This is an optimization exercise on Yosys and OpenROAD, whose aim is small area, not a production implementation. In this exercise RTL edits were held to simulation tests only and were not proved equivalent to the original. Power figures rest on the tool's default switching activity, not on a simulated workload.

## csi2_rx_core
module csi2_rx_core
(
  input                 clk_i,
  input                 rst_i,
  input                 enable_i,
  input  [15 : 0]       byte_data_i,
  input  [1 : 0]        hs_data_valid_i,
  output logic          header_err_o,
  output logic          corr_header_err_o,
  output logic          crc_err_o,
  output logic          frame_start_o,
  output logic          frame_end_o,
  output logic [39 : 0] px_tdata_o,
  output logic          px_tvalid_o,
  output logic          px_tlast_o
);
For scale: ~1500 cells after synthesis, about 68 I/O pins, roughly 15000 um2 of cells after synthesis.
==> flow/config.mk <==
export PLATFORM = sky130hd
export DESIGN_NAME = csi2_rx_core
export DESIGN_NICKNAME = csi2_rx_core
export VERILOG_FILES = /design/flow/design.v
export SDC_FILE = /design/flow/constraint.sdc
export NUM_CORES = 4
export LEC_CHECK = 0
export CAP_MARGIN = 0
export CORE_MARGIN = 2
export CORE_UTILIZATION = 65
export CTS_BUF_LIST = sky130_fd_sc_hd__clkbuf_8
export CTS_CLUSTER_DIAMETER = 60
export CTS_CLUSTER_SIZE = 16
export SLEW_MARGIN = 0
==> flow/constraint.sdc <==
create_clock -name core_clock -period 5.0 [get_ports {clk_i}]
set_input_delay 1.0000 -clock core_clock [delete_from_list [all_inputs] [get_ports {clk_i}]]
set_output_delay 1.0000 -clock core_clock [all_outputs]
set_load 0.01 [all_outputs]
standard.sh (not shown) runs the stock make flow with config.mk's settings and CLKGATE_MAP_FILE= SYNTH_SCRIPT=/design/flow/synth_recipe.tcl, a recipe that flattens the netlist after the stock synthesis.
==> flow/flow/run.sh <==
#!/bin/bash
# The standard layout flow (standard.sh) with two changes:
#  1. after the standard synthesis, its combinational logic is mapped
#     again by ABC with an area-oriented script (flow/area.abc); the
#     registers, their names and cells are left as they are;
#  2. the port buffers are the smallest buffer cell (buf_1) instead of
#     the delay buffer that buffer_ports picks by default.
# Each tool's output goes to a log file of its own in this folder.
set -euo pipefail
F=flow
RES=orfs/results/$FLOW_PLATFORM/csi2_rx_core/base
LIB=$FLOW_HOME/platforms/$FLOW_PLATFORM/lib/sky130_fd_sc_hd__tt_025C_1v80.lib
YOSYS=$FLOW_HOME/../tools/install/yosys/bin/yosys
[ -x "$YOSYS" ] || YOSYS=yosys

# 1. standard synthesis
bash standard.sh synth > 1_standard_synth.log 2>&1

# 2. area re-mapping of the combinational logic
mkdir -p resyn
python3 $F/split_lib.py $LIB resyn/keep.lib resyn/comb.lib
DONT_USE=$(grep -o -- "-dont_use [A-Za-z0-9_]*" orfs/logs/$FLOW_PLATFORM/csi2_rx_core/base/1_2_yosys.log | sort -u | tr '\n' ' ')
cp $RES/1_2_yosys.v resyn/1_2_yosys.standard.v
cat > resyn/resyn.ys <<EOT
read_liberty -lib resyn/keep.lib
read_liberty -ignore_miss_func resyn/comb.lib
read_verilog resyn/1_2_yosys.standard.v
hierarchy -top $FLOW_TOP
flatten
rename -hide w:*.*
opt_clean -purge
tee -o resyn/stat_before.txt stat -liberty $LIB
abc -script $F/area.abc -liberty $LIB $DONT_USE
read_liberty -lib -overwrite resyn/comb.lib
opt_clean -purge
setundef -zero
splitnets
opt_clean -purge
hilomap -singleton -hicell sky130_fd_sc_hd__conb_1 HI -locell sky130_fd_sc_hd__conb_1 LO
insbuf -buf sky130_fd_sc_hd__buf_4 A X
check -assert -mapped
tee -o resyn/stat_after.txt stat -liberty $LIB
write_verilog -noattr -nohex -nodec resyn/1_2_yosys.area.v
EOT
$YOSYS -s resyn/resyn.ys > 2_resyn_yosys.log 2>&1
cp resyn/1_2_yosys.area.v $RES/1_2_yosys.v
rm -f $RES/1_synth.odb $RES/1_synth.sdc

# 3. the rest of the standard flow, with buf_1 port buffers
bash standard.sh BUFFER_PORTS_ARGS="-buffer_cell sky130_fd_sc_hd__buf_1" finish > 3_standard_finish.log 2>&1
==> flow/flow/area.abc <==
strash
&get -n
&deepsyn -T 30
&put
dch -f
amap
mfs2
strash
dch -f
amap
Other scripts of this flow, unchanged in this note and not shown: flow/flow/split_lib.py
Rerun with:
--- a/flow/flow/run.sh
+++ b/flow/flow/run.sh
@@ -30 +29,0 @@
-rename -hide w:*.*
==> flow/flow/area.abc (replaced) <==
strash
dc2
dch -f
amap
mfs2
strash
dc2
dch -f
amap
Settings changed: CAP_MARGIN 0 to 20, CORE_UTILIZATION 65 to 40, SLEW_MARGIN 0 to 20.
=>
- The new run passed the timing, design-rule and antenna checks
- die area went up by well over a third
- power rises by a little under a tenth
- via count is lower slightly
- sequential cell count does not change
- non-clock buffer count increases by 6
- hold slack stays flat
- global-route usage fell by 13 points
- maximum frequency falls slightly
Rerun with:
--- a/flow/flow/run.sh
+++ b/flow/flow/run.sh
@@ -29,0 +30 @@
+rename -hide w:*.*
Settings changed: CORE_UTILIZATION 40 to 70.
Setup slack is worse by 120 ps; via count climbs by 3.8%; power drops by 7.8%.
Rerun with:
==> flow/flow/area.abc (replaced) <==
strash
&get -n
&deepsyn -T 30
&put
dch -f
amap
mfs2
strash
dch -f
amap
Settings changed: CORE_UTILIZATION 70 to 40.
What happened:
- clock skew decreases by 26 ps
- area after synthesis fell slightly
- maximum frequency is higher by a few percent
- routed wire length rises by a few percent
- synthesized cell count is about the same
- utilization came out lower by 32 points
- worst setup slack gets better by 160 ps
- sequential share of layout area falls by 1.3 points
- sequential cell count does not change

## separate check: timing with driven ports
No port has a modelled driver above. Below, the same layouts with a new extraction and two added sets of constraints.
Step 1 sets driving cells, clkbuf_16 on the clock port and buf_2 on the other inputs (assumed; they add their load-dependent delay and slew).
Step 2 moves the port delays by t, midway between the first and last clock arrival at a register: inputs arrive t later, outputs are due t later. That takes back most of the time a late clock gives input paths.
Three values: no drivers, after step 1, after step 2; two values: the first two.
run | t, ns | slack for setup (ns) | hold slack, ns | pins driven straight from the clock port
the first run | 0.657 | 0.432 / 0.432 / 0.432 | 0.321 / 0.321 / 0.321 | 1
the second run | 0.629 | 0.399 / 0.399 / 0.399 | 0.320 / 0.320 / 0.320 | 1
the third run | 0.659 | 0.280 / 0.280 / 0.280 | 0.324 / 0.324 / 0.324 | 1
the fourth run | 0.618 | 0.443 / 0.443 / 0.443 | 0.319 / 0.319 / 0.319 | 1
After both steps setup and hold are still met in every run listed.
